Context: an optimization exercise on an open-source flow, tuned for small area, a short achievable clock period and few clock cycles. The choices shown serve that exercise and are no tape-out recipe. In this exercise RTL edits were held to simulation tests only and were not proved equivalent to the original. Power and IR drop assume default switching activity.

==> inputs of job 8773 <==
==> flow/design.v <==
module cache(
    clk,
    proc_reset,
    proc_read,
    proc_write,
    proc_addr,
    proc_rdata,
    proc_wdata,
    proc_stall,
    mem_read,
    mem_write,
    mem_addr,
    mem_rdata,
    mem_wdata,
    mem_ready
);
    input          clk;
    input          proc_reset;
    input          proc_read, proc_write;
    input   [29:0] proc_addr;
    input   [31:0] proc_wdata;
    output         proc_stall;
    output  [31:0] proc_rdata;
    input  [127:0] mem_rdata;
    input          mem_ready;
    output         mem_read, mem_write;
    output  [27:0] mem_addr;
    output [127:0] mem_wdata;
    localparam IDLE  = 3'd0;    
    localparam RWAIT = 3'd1;    
    localparam WWAIT = 3'd2;    
    localparam DONE  = 3'd3;    
    localparam FIX   = 3'd4;    
    localparam PK    = 4;       
    reg [127:0] data0 [0:3];
    reg [127:0] data1 [0:3];
    reg  [25:0] tag0  [0:3];
    reg  [25:0] tag1  [0:3];
    reg   [3:0] v0, v1;
    reg   [3:0] mru0;           
    reg   [2:0] state;
    reg         done_r;
    reg         mem_read_r, mem_write_r;
    reg  [29:0] addr_r;         
    reg         wr_r;
    reg         way_r;          
    reg  [31:0] rdata_r;
    reg [127:0] wdata_r;        
    assign proc_stall = ~done_r;
    assign proc_rdata = rdata_r;
    assign mem_read   = mem_read_r;
    assign mem_write  = mem_write_r;
    assign mem_addr   = addr_r[29:2];
    assign mem_wdata  = wdata_r;
    wire  [1:0] idx = proc_addr[3:2];
    wire  [1:0] off = proc_addr[1:0];
    wire [25:0] tg  = proc_addr[29:4];
    wire [3:0] eq0, eq1;
    genvar s;
    generate
        for (s = 0; s < 4; s = s + 1) begin : g_cmp
            assign eq0[s] = v0[s] & (tag0[s] == tg);
            assign eq1[s] = v1[s] & (tag1[s] == tg);
        end
    endgenerate
    wire h0 = eq0[idx];
    wire h1 = eq1[idx];
    wire hit = h0 | h1;
    wire [3:0] pm0, pm1;
    generate
        for (s = 0; s < 4; s = s + 1) begin : g_pred
            assign pm0[s] = v0[s] & (tag0[s][PK-1:0] == tg[PK-1:0]);
            assign pm1[s] = v1[s] & (tag1[s][PK-1:0] == tg[PK-1:0]);
        end
    endgenerate
    wire p1 = pm1[idx] & ~pm0[idx];
    wire sel = (state == IDLE) ? p1 : way_r;
    wire right = sel ? h1 : h0;        
    wire [127:0] blk0 = data0[idx];
    wire [127:0] blk1 = data1[idx];
    wire [127:0] hblk = sel ? blk1 : blk0;
    wire  [31:0] w    = hblk[32*off +: 32];
    wire  [1:0] idx_r = addr_r[3:2];
    wire  [1:0] off_r = addr_r[1:0];
    wire vic = ~v0[idx_r] ? 1'b0 : (~v1[idx_r] ? 1'b1 : mru0[idx_r]);
    reg [127:0] refill;         
    reg [127:0] hmerge;         
    integer k;
    always @(*) begin
        refill = mem_rdata;
        hmerge = hblk;
        for (k = 0; k < 4; k = k + 1) begin
            if (wr_r && off_r == k) refill[32*k +: 32] = proc_wdata;
            if (off == k)           hmerge[32*k +: 32] = proc_wdata;
        end
    end
    wire req = proc_read | proc_write;
    wire refill_en = (state == RWAIT) & mem_ready;
    always @(posedge clk) begin
        addr_r  <= proc_addr;
        wr_r    <= proc_write;
        rdata_r <= (state == RWAIT) ? mem_rdata[32*off_r +: 32] : w;
        wdata_r <= (state == RWAIT) ? refill : hmerge;
    end
    always @(posedge clk) begin
        if (proc_reset) begin
            state       <= IDLE;
            done_r      <= 1'b0;
            mem_read_r  <= 1'b0;
            mem_write_r <= 1'b0;
        end else begin
            case (state)
            IDLE: if (req) begin
                if (hit & ~right) begin
                    state <= FIX;
                end else if (hit & proc_read) begin
                    state  <= DONE;
                    done_r <= 1'b1;
                end else if (hit) begin
                    state       <= WWAIT;
                    mem_write_r <= 1'b1;
                end else begin
                    state      <= RWAIT;
                    mem_read_r <= 1'b1;
                end
            end
            RWAIT: if (mem_ready) begin
                mem_read_r <= 1'b0;
                if (wr_r) begin
                    state       <= WWAIT;
                    mem_write_r <= 1'b1;
                end else begin
                    state  <= DONE;
                    done_r <= 1'b1;
                end
            end
            WWAIT: if (mem_ready) begin
                mem_write_r <= 1'b0;
                state       <= DONE;
                done_r      <= 1'b1;
            end
            FIX: if (proc_read) begin
                state  <= DONE;
                done_r <= 1'b1;
            end else begin
                state       <= WWAIT;
                mem_write_r <= 1'b1;
            end
            default: begin
                state  <= IDLE;
                done_r <= 1'b0;
            end
            endcase
        end
    end
    always @(posedge clk) begin
        if (state == IDLE) way_r <= h1;
        else if (refill_en) way_r <= vic;
    end
    integer i;
    always @(posedge clk) begin
        if (proc_reset) begin
            v0 <= 4'd0;
            v1 <= 4'd0;
        end else begin
            for (i = 0; i < 4; i = i + 1) begin
                if (refill_en && idx_r == i) begin
                    if (vic) v1[i] <= 1'b1;
                    else     v0[i] <= 1'b1;
                end
            end
        end
    end
    wire [127:0] col = (state == RWAIT) ? refill : wdata_r;
    always @(posedge clk) begin
        for (i = 0; i < 4; i = i + 1) begin
            if (refill_en && idx_r == i) begin
                mru0[i] <= ~vic;
                if (vic) begin
                    tag1[i]  <= tg;
                    data1[i] <= col;
                end else begin
                    tag0[i]  <= tg;
                    data0[i] <= col;
                end
            end
            if (state == WWAIT && idx_r == i) begin
                mru0[i] <= ~way_r;
                if (way_r) data1[i] <= col;
                else       data0[i] <= col;
            end
        end
    end
endmodule
==> flow/flow/run.sh <==
#!/bin/bash
# The standard layout with a few knobs changed:
# - ports get buf_2 buffers instead of the delay buffer the resizer picks;
# - the clock tree uses clkbuf_8;
# - the core is smaller (65% utilisation), for shorter wires.
# Clock, constraints and all other steps are the standard ones; synthesis is
# the standard synthesis, unchanged.
set -euo pipefail
KNOBS=(
  SETUP_SLACK_MARGIN=8.0
  "BUFFER_PORTS_ARGS=-buffer_cell sky130_fd_sc_hd__buf_2"
  CTS_BUF_LIST=sky130_fd_sc_hd__clkbuf_8
  CTS_CLUSTER_SIZE=20
  CTS_CLUSTER_DIAMETER=50
  CORE_UTILIZATION=65
  PLACE_DENSITY=0.75
)
bash standard.sh synth > synth.log 2>&1
bash standard.sh "${KNOBS[@]}" finish > layout.log 2>&1
==> flow/standard.sh <==
#!/bin/bash
# synth_recipe.tcl (not shown) runs the flow's synth.tcl, then flattens the netlist and writes it again
# the make line also repeats each setting of config.mk as NAME=value (left out here)
make -C /OpenROAD-flow-scripts/flow DESIGN_CONFIG=/design/flow/config.mk WORK_HOME=/design/flow/orfs CLKGATE_MAP_FILE= SYNTH_SCRIPT=/design/flow/synth_recipe.tcl "${@:-finish}"
==> flow/config.mk <==
export PLATFORM = sky130hd
export DESIGN_NAME = cache
export DESIGN_NICKNAME = cache
export VERILOG_FILES = /design/flow/design.v
export SDC_FILE = /design/flow/constraint.sdc
export NUM_CORES = 8
export LEC_CHECK = 0
export CAP_MARGIN = 40
export CORE_MARGIN = 2
export CORE_UTILIZATION = 30
export PLACE_DENSITY = 0.5
export SLEW_MARGIN = 40
==> flow/constraint.sdc <==
create_clock -name core_clock -period 12.0 [get_ports {clk}]
set_input_delay 2.4000 -clock core_clock [delete_from_list [all_inputs] [get_ports {clk}]]
set_output_delay 2.4000 -clock core_clock [all_outputs]
set_load 0.01 [all_outputs]
==> job 2082 (differences from job 8773) <==
==> flow/design.v, changed modules only <==
module cache(
    clk,
    proc_reset,
    proc_read,
    proc_write,
    proc_addr,
    proc_rdata,
    proc_wdata,
    proc_stall,
    mem_read,
    mem_write,
    mem_addr,
    mem_rdata,
    mem_wdata,
    mem_ready
);
    input          clk;
    input          proc_reset;
    input          proc_read, proc_write;
    input   [29:0] proc_addr;
    input   [31:0] proc_wdata;
    output         proc_stall;
    output  [31:0] proc_rdata;
    input  [127:0] mem_rdata;
    input          mem_ready;
    output         mem_read, mem_write;
    output  [27:0] mem_addr;
    output [127:0] mem_wdata;
    localparam IDLE  = 2'd0;    
    localparam RWAIT = 2'd1;    
    localparam WWAIT = 2'd2;    
    localparam DONE  = 2'd3;    
    reg [127:0] data0 [0:3];
    reg [127:0] data1 [0:3];
    reg  [25:0] tag0  [0:3];
    reg  [25:0] tag1  [0:3];
    reg   [3:0] v0, v1;
    reg   [3:0] mru0;           
    reg   [1:0] state;
    reg         done_r;
    reg         mem_read_r, mem_write_r;
    reg  [29:0] addr_r;         
    reg         wr_r;
    reg         way_r;          
    reg  [31:0] rdata_r;
    reg [127:0] wdata_r;
    reg         fill_r;         
    assign proc_stall = ~done_r;
    assign proc_rdata = rdata_r;
    assign mem_read   = mem_read_r;
    assign mem_write  = mem_write_r;
    assign mem_addr   = addr_r[29:2];
    assign mem_wdata  = wdata_r;
    wire  [1:0] idx = proc_addr[3:2];
    wire  [1:0] off = proc_addr[1:0];
    wire [25:0] tg  = proc_addr[29:4];
    wire [3:0] eq0, eq1;
    genvar s;
    generate
        for (s = 0; s < 4; s = s + 1) begin : g_cmp
            assign eq0[s] = v0[s] & (tag0[s] == tg);
            assign eq1[s] = v1[s] & (tag1[s] == tg);
        end
    endgenerate
    wire h0 = eq0[idx];
    wire h1 = eq1[idx];
    wire hit = h0 | h1;
    wire [127:0] blk0 = data0[idx];
    wire [127:0] blk1 = data1[idx];
    wire  [31:0] w0 = blk0[32*off +: 32];
    wire  [31:0] w1 = blk1[32*off +: 32];
    wire [127:0] hblk = ({128{h0}} & blk0) | ({128{h1}} & blk1);
    wire  [1:0] idx_r = addr_r[3:2];
    wire  [1:0] off_r = addr_r[1:0];
    wire vic = ~v0[idx_r] ? 1'b0 : (~v1[idx_r] ? 1'b1 : mru0[idx_r]);
    reg [127:0] refill;         
    reg [127:0] hmerge;         
    integer k;
    always @(*) begin
        refill = mem_rdata;
        hmerge = hblk;
        for (k = 0; k < 4; k = k + 1) begin
            if (wr_r && off_r == k) refill[32*k +: 32] = proc_wdata;
            if (off == k)           hmerge[32*k +: 32] = proc_wdata;
        end
    end
    wire req = proc_read | proc_write;
    wire refill_en = (state == RWAIT) & mem_ready;
    always @(posedge clk) begin
        addr_r  <= proc_addr;
        wr_r    <= proc_write;
        rdata_r <= (state == IDLE) ? (({32{h0}} & w0) | ({32{h1}} & w1))
                                   : mem_rdata[32*off_r +: 32];
        if (state != WWAIT) wdata_r <= (state == RWAIT) ? refill : hmerge;
        fill_r  <= refill_en;
    end
    always @(posedge clk) begin
        if (proc_reset) begin
            state       <= IDLE;
            done_r      <= 1'b0;
            mem_read_r  <= 1'b0;
            mem_write_r <= 1'b0;
        end else begin
            case (state)
            IDLE: if (req) begin
                if (hit & proc_read) begin
                    state  <= DONE;
                    done_r <= 1'b1;
                end else if (hit) begin
                    state       <= WWAIT;
                    mem_write_r <= 1'b1;
                end else begin
                    state      <= RWAIT;
                    mem_read_r <= 1'b1;
                end
            end
            RWAIT: if (mem_ready) begin
                mem_read_r <= 1'b0;
                if (wr_r) begin
                    state       <= WWAIT;
                    mem_write_r <= 1'b1;
                end else begin
                    state  <= DONE;
                    done_r <= 1'b1;
                end
            end
            WWAIT: if (mem_ready) begin
                mem_write_r <= 1'b0;
                state       <= DONE;
                done_r      <= 1'b1;
            end
            default: begin
                state  <= IDLE;
                done_r <= 1'b0;
            end
            endcase
        end
    end
    always @(posedge clk) begin
        if (state == IDLE) way_r <= h1;
        else if (refill_en) way_r <= vic;
    end
    integer i;
    always @(posedge clk) begin
        if (proc_reset) begin
            v0 <= 4'd0;
            v1 <= 4'd0;
        end else begin
            for (i = 0; i < 4; i = i + 1) begin
                if (refill_en && idx_r == i) begin
                    if (vic) v1[i] <= 1'b1;
                    else     v0[i] <= 1'b1;
                end
            end
        end
    end
    wire store = fill_r | (state == WWAIT);
    always @(posedge clk) begin
        for (i = 0; i < 4; i = i + 1) begin
            if (refill_en && idx_r == i) begin
                mru0[i] <= ~vic;
                if (vic) tag1[i] <= addr_r[29:4];
                else     tag0[i] <= addr_r[29:4];
            end
            if (state == WWAIT && idx_r == i) mru0[i] <= ~way_r;
            if (store && idx_r == i) begin
                if (way_r) data1[i] <= wdata_r;
                else       data0[i] <= wdata_r;
            end
        end
    end
endmodule
==> job 4481 (differences from job 8773) <==
==> flow/design.v, changed modules only <==
module cache(
    clk,
    proc_reset,
    proc_read,
    proc_write,
    proc_addr,
    proc_rdata,
    proc_wdata,
    proc_stall,
    mem_read,
    mem_write,
    mem_addr,
    mem_rdata,
    mem_wdata,
    mem_ready
);
    input          clk;
    input          proc_reset;
    input          proc_read, proc_write;
    input   [29:0] proc_addr;
    input   [31:0] proc_wdata;
    output         proc_stall;
    output  [31:0] proc_rdata;
    input  [127:0] mem_rdata;
    input          mem_ready;
    output         mem_read, mem_write;
    output  [27:0] mem_addr;
    output [127:0] mem_wdata;
    localparam IDLE  = 2'd0;    
    localparam RWAIT = 2'd1;    
    localparam WWAIT = 2'd2;    
    localparam DONE  = 2'd3;    
    reg [127:0] data0 [0:3];
    reg [127:0] data1 [0:3];
    reg  [25:0] tag0  [0:3];
    reg  [25:0] tag1  [0:3];
    reg   [3:0] v0, v1;
    reg   [3:0] mru0;           
    reg   [1:0] state;
    reg         done_r;
    reg         mem_read_r, mem_write_r;
    reg  [29:0] addr_r;         
    reg         wr_r;
    reg         way_r;          
    reg  [31:0] rdata_r;
    reg [127:0] wdata_r;
    reg         fill_r;         
    assign proc_stall = ~done_r;
    assign proc_rdata = rdata_r;
    assign mem_read   = mem_read_r;
    assign mem_write  = mem_write_r;
    assign mem_addr   = addr_r[29:2];
    assign mem_wdata  = wdata_r;
    wire  [1:0] idx = proc_addr[3:2];
    wire  [1:0] off = proc_addr[1:0];
    wire [25:0] tg  = proc_addr[29:4];
    wire [3:0] eq0, eq1;
    genvar s;
    generate
        for (s = 0; s < 4; s = s + 1) begin : g_cmp
            assign eq0[s] = v0[s] & (tag0[s] == tg);
            assign eq1[s] = v1[s] & (tag1[s] == tg);
        end
    endgenerate
    wire h0 = eq0[idx];
    wire h1 = eq1[idx];
    wire hit = h0 | h1;
    wire [127:0] blk0 = data0[idx];
    wire [127:0] blk1 = data1[idx];
    wire  [31:0] w0 = blk0[32*off +: 32];
    wire  [31:0] w1 = blk1[32*off +: 32];
    wire [127:0] hblk = ({128{h0}} & blk0) | ({128{h1}} & blk1);
    wire  [1:0] idx_r = addr_r[3:2];
    wire  [1:0] off_r = addr_r[1:0];
    wire vic = ~v0[idx_r] ? 1'b0 : (~v1[idx_r] ? 1'b1 : mru0[idx_r]);
    reg [127:0] refill;         
    reg [127:0] hmerge;         
    integer k;
    always @(*) begin
        refill = mem_rdata;
        hmerge = hblk;
        for (k = 0; k < 4; k = k + 1) begin
            if (wr_r && off_r == k) refill[32*k +: 32] = proc_wdata;
            if (off == k)           hmerge[32*k +: 32] = proc_wdata;
        end
    end
    wire req = proc_read | proc_write;
    wire refill_en = (state == RWAIT) & mem_ready;
    always @(posedge clk) begin
        addr_r  <= proc_addr;
        wr_r    <= proc_write;
        rdata_r <= (state == IDLE) ? (({32{h0}} & w0) | ({32{h1}} & w1))
                                   : mem_rdata[32*off_r +: 32];
        if (state != WWAIT) wdata_r <= (state == RWAIT) ? refill : hmerge;
        fill_r  <= refill_en;
    end
    always @(posedge clk) begin
        if (proc_reset) begin
            state       <= IDLE;
            done_r      <= 1'b0;
            mem_read_r  <= 1'b0;
            mem_write_r <= 1'b0;
        end else begin
            case (state)
            IDLE: if (req) begin
                if (hit & proc_read) begin
                    state  <= DONE;
                    done_r <= 1'b1;
                end else if (hit) begin
                    state       <= WWAIT;
                    mem_write_r <= 1'b1;
                end else begin
                    state      <= RWAIT;
                    mem_read_r <= 1'b1;
                end
            end
            RWAIT: if (mem_ready) begin
                mem_read_r <= 1'b0;
                if (wr_r) begin
                    state       <= WWAIT;
                    mem_write_r <= 1'b1;
                end else begin
                    state  <= DONE;
                    done_r <= 1'b1;
                end
            end
            WWAIT: if (mem_ready) begin
                mem_write_r <= 1'b0;
                state       <= DONE;
                done_r      <= 1'b1;
            end
            default: begin
                state  <= IDLE;
                done_r <= 1'b0;
            end
            endcase
        end
    end
    always @(posedge clk) begin
        if (state == IDLE) way_r <= h1;
        else if (refill_en) way_r <= vic;
    end
    integer i;
    always @(posedge clk) begin
        if (proc_reset) begin
            v0 <= 4'd0;
            v1 <= 4'd0;
        end else begin
            for (i = 0; i < 4; i = i + 1) begin
                if (refill_en && idx_r == i) begin
                    if (vic) v1[i] <= 1'b1;
                    else     v0[i] <= 1'b1;
                end
            end
        end
    end
    wire store = fill_r | (state == WWAIT);
    always @(posedge clk) begin
        for (i = 0; i < 4; i = i + 1) begin
            if (refill_en && idx_r == i) begin
                mru0[i] <= ~vic;
                if (vic) tag1[i] <= addr_r[29:4];
                else     tag0[i] <= addr_r[29:4];
            end
            if (state == WWAIT && idx_r == i) mru0[i] <= ~way_r;
            if (store && idx_r == i) begin
                if (way_r) data1[i] <= wdata_r;
                else       data0[i] <= wdata_r;
            end
        end
    end
endmodule
==> flow/flow/run.sh (replaced) <==
#!/bin/bash
set -euo pipefail
SETUP_MARGIN=8.2
bash standard.sh synth > synth.log 2>&1
bash standard.sh SETUP_SLACK_MARGIN=$SETUP_MARGIN finish > layout.log 2>&1
==> job 645 (differences from job 8773) <==
==> flow/design.v, changed modules only <==
module cache(
    clk,
    proc_reset,
    proc_read,
    proc_write,
    proc_addr,
    proc_rdata,
    proc_wdata,
    proc_stall,
    mem_read,
    mem_write,
    mem_addr,
    mem_rdata,
    mem_wdata,
    mem_ready
);
    input          clk;
    input          proc_reset;
    input          proc_read, proc_write;
    input   [29:0] proc_addr;
    input   [31:0] proc_wdata;
    output         proc_stall;
    output  [31:0] proc_rdata;
    input  [127:0] mem_rdata;
    input          mem_ready;
    output         mem_read, mem_write;
    output  [27:0] mem_addr;
    output [127:0] mem_wdata;
    localparam IDLE  = 3'd0;    
    localparam RWAIT = 3'd1;    
    localparam WWAIT = 3'd2;    
    localparam DONE  = 3'd3;    
    localparam FIX   = 3'd4;    
    localparam WPREP = 3'd5;    
    localparam PK    = 6;       
    reg [127:0] data0 [0:3];
    reg [127:0] data1 [0:3];
    reg  [25:0] tag0  [0:3];
    reg  [25:0] tag1  [0:3];
    reg   [3:0] v0, v1;
    reg   [3:0] mru0;           
    reg   [2:0] state;
    reg         done_r;
    reg         mem_read_r, mem_write_r;
    reg  [29:0] addr_r;         
    reg         wr_r;
    reg         way_r;          
    reg  [31:0] rdata_r;
    reg [127:0] wdata_r;        
    assign proc_stall = ~done_r;
    assign proc_rdata = rdata_r;
    assign mem_read   = mem_read_r;
    assign mem_write  = mem_write_r;
    assign mem_addr   = addr_r[29:2];
    assign mem_wdata  = wdata_r;
    wire  [1:0] idx = proc_addr[3:2];
    wire  [1:0] off = proc_addr[1:0];
    wire [25:0] tg  = proc_addr[29:4];
    wire [3:0] eq0, eq1;
    genvar s;
    generate
        for (s = 0; s < 4; s = s + 1) begin : g_cmp
            assign eq0[s] = v0[s] & (tag0[s] == tg);
            assign eq1[s] = v1[s] & (tag1[s] == tg);
        end
    endgenerate
    wire h0 = eq0[idx];
    wire h1 = eq1[idx];
    wire hit = h0 | h1;
    wire [3:0] pm0, pm1;
    generate
        for (s = 0; s < 4; s = s + 1) begin : g_pred
            assign pm0[s] = v0[s] & (tag0[s][PK-1:0] == tg[PK-1:0]);
            assign pm1[s] = v1[s] & (tag1[s][PK-1:0] == tg[PK-1:0]);
        end
    endgenerate
    wire p1 = pm1[idx] & ~pm0[idx];
    wire sel = (state == IDLE) ? p1 : way_r;
    wire right = sel ? h1 : h0;        
    wire [127:0] blk0 = data0[idx];
    wire [127:0] blk1 = data1[idx];
    wire  [31:0] w0 = blk0[32*off +: 32];
    wire  [31:0] w1 = blk1[32*off +: 32];
    wire [127:0] hblk = way_r ? blk1 : blk0;
    wire wright = way_r ? h1 : h0;
    wire  [1:0] off_r = addr_r[1:0];
    wire vic = ~v0[idx] ? 1'b0 : (~v1[idx] ? 1'b1 : mru0[idx]);
    reg [127:0] refill;         
    reg [127:0] hmerge;         
    integer k;
    always @(*) begin
        refill = mem_rdata;
        hmerge = hblk;
        for (k = 0; k < 4; k = k + 1) begin
            if (wr_r && off_r == k) refill[32*k +: 32] = proc_wdata;
            if (off == k)           hmerge[32*k +: 32] = proc_wdata;
        end
    end
    wire req = proc_read | proc_write;
    wire refill_en = (state == RWAIT) & mem_ready;
    always @(posedge clk) begin
        addr_r  <= proc_addr;
        wr_r    <= proc_write;
        rdata_r <= (state == RWAIT) ? mem_rdata[32*off_r +: 32] : (sel ? w1 : w0);
        wdata_r <= (state == RWAIT) ? refill : hmerge;
    end
    always @(posedge clk) begin
        if (proc_reset) begin
            state       <= IDLE;
            done_r      <= 1'b0;
            mem_read_r  <= 1'b0;
            mem_write_r <= 1'b0;
        end else begin
            case (state)
            IDLE: if (req) begin
                if (hit & proc_write & wright) begin
                    state       <= WWAIT;
                    mem_write_r <= 1'b1;
                end else if (hit & proc_write) begin
                    state <= WPREP;
                end else if (hit & ~right) begin
                    state <= FIX;
                end else if (hit) begin
                    state  <= DONE;
                    done_r <= 1'b1;
                end else begin
                    state      <= RWAIT;
                    mem_read_r <= 1'b1;
                end
            end
            RWAIT: if (mem_ready) begin
                mem_read_r <= 1'b0;
                if (wr_r) begin
                    state       <= WWAIT;
                    mem_write_r <= 1'b1;
                end else begin
                    state  <= DONE;
                    done_r <= 1'b1;
                end
            end
            WWAIT: if (mem_ready) begin
                mem_write_r <= 1'b0;
                state       <= DONE;
                done_r      <= 1'b1;
            end
            FIX: begin
                state  <= DONE;
                done_r <= 1'b1;
            end
            WPREP: begin
                state       <= WWAIT;
                mem_write_r <= 1'b1;
            end
            default: begin
                state  <= IDLE;
                done_r <= 1'b0;
            end
            endcase
        end
    end
    always @(posedge clk) begin
        if (state == IDLE) way_r <= h1;
        else if (refill_en) way_r <= vic;
    end
    integer i;
    always @(posedge clk) begin
        if (proc_reset) begin
            v0 <= 4'd0;
            v1 <= 4'd0;
        end else begin
            for (i = 0; i < 4; i = i + 1) begin
                if (refill_en && idx == i) begin
                    if (vic) v1[i] <= 1'b1;
                    else     v0[i] <= 1'b1;
                end
            end
        end
    end
    wire [127:0] col = (state == RWAIT) ? refill : {4{proc_wdata}};
    integer j;
    always @(posedge clk) begin
        for (i = 0; i < 4; i = i + 1) begin
            if (refill_en && idx == i) begin
                mru0[i] <= ~vic;
                if (vic) tag1[i] <= tg;
                else     tag0[i] <= tg;
            end
            if (state == WWAIT && idx == i) mru0[i] <= ~way_r;
            for (j = 0; j < 4; j = j + 1) begin
                if (idx == i && (refill_en && vic || state == WWAIT && way_r && off == j))
                    data1[i][32*j +: 32] <= col[32*j +: 32];
                if (idx == i && (refill_en && !vic || state == WWAIT && !way_r && off == j))
                    data0[i][32*j +: 32] <= col[32*j +: 32];
            end
        end
    end
endmodule
==> flow/flow/run.sh (replaced) <==
#!/bin/bash
# The standard layout with a few knobs changed:
# - ports get buf_2 buffers instead of the delay buffer the resizer picks;
# - the clock tree uses clkbuf_8 with smaller sink clusters;
# - the core is smaller (55% utilisation), for shorter wires.
# Clock, constraints and all other steps are the standard ones; synthesis is
# the standard synthesis, unchanged.
set -euo pipefail
KNOBS=(
  SETUP_SLACK_MARGIN=8.2
  "BUFFER_PORTS_ARGS=-buffer_cell sky130_fd_sc_hd__buf_2"
  CTS_BUF_LIST=sky130_fd_sc_hd__clkbuf_8
  CTS_CLUSTER_SIZE=16
  CTS_CLUSTER_DIAMETER=40
  CORE_UTILIZATION=55
  PLACE_DENSITY=0.7
)
bash standard.sh synth > synth.log 2>&1
bash standard.sh "${KNOBS[@]}" finish > layout.log 2>&1
==> run summary <==
status: finished clean
post-synthesis mux area share: 0.150
r2r endpoint: data0[1][15]$_DFF_P_
Hold Path End: data1[3][120]$_DFF_P_
number of synthesized flops with an enable pin: 213
The numbers above come from job 8773.

==> run summary <==
post-synthesis mux area share: 0.157
status: finished clean
r2r endpoint: wdata_r[47]$_DFFE_PN_
number of synthesized flops with an enable pin: 1365
Seq pwr share: 0.459
Worst path max stage delay: 0.43 ns
M2 GR Usage: 0.358
Hold Path End: v1[0]$_SDFFE_PP0P_
The numbers above come from job 4481.

==> run summary <==
flop2flop setup slack: 8.36 ns
status: finished clean
Rel. slew slack: 0.444
post-synthesis mux area share: 0.177
final instance area: 0.0682 mm²
dpl hpwl: 104 mm
number of synthesized flops with an enable pin: 1237
reg2reg path depth: 8
The numbers above come from job 645.

==> run summary <==
number of synthesized flops with an enable pin: 1365
reg2reg path depth: 6
r2r endpoint: data1[2][108]$_DFFE_PP_
post-synthesis mux area share: 0.157
status: finished clean
The numbers above come from job 2082.

Testbench counts of job 8773, summed over its fixed seeds: cycles 143,066.
Testbench counts of job 2082, summed over its fixed seeds: cycles 142,196.
Testbench counts of job 4481, summed over its fixed seeds: cycles 142,196.
Testbench counts of job 645, summed over its fixed seeds: cycles 143,402.

-- re-timing with driven ports --
The flow's constraints put no driver on any port. The routed layouts listed below were extracted and timed again, unchanged, in two steps.
Step 1 assumes that a clkbuf_16 drives the clock port and a buf_2 every other input.
Step 2 moves the port delays by t, midway between the first and last clock arrival at a register: inputs arrive t later, outputs are due t later. That takes back most of the time a late clock gives input paths.
Slacks: ideal ports / drivers / drivers and shift; pairs: ideal ports / drivers.
| run | t (ns) | slack for setup (ns) | worst setup path after step 2 | worst register clock-pin slew, ns | cell pins on the clock port's net |
|---|---|---|---|---|---|
| job 8773 | 0.947 | 7.892 / 7.784 / 6.837 | input to register | 0.12 / 0.12 | 1 |
| job 2082 | 0.921 | 7.992 / 7.870 / 6.949 | input to register | 0.12 / 0.12 | 1 |
| job 4481 | 0.895 | 7.895 / 7.694 / 6.799 | input to register | 0.06 / 0.06 | 1 |
| job 645 | 0.962 | 8.053 / 8.043 / 7.081 | input to register | 0.10 / 0.10 | 1 |
After both steps every run listed still meets setup and hold. For job 4481, which loses most, drivers alone change the setup slack by -0.201 ns; drivers and shift together by -1.096 ns.
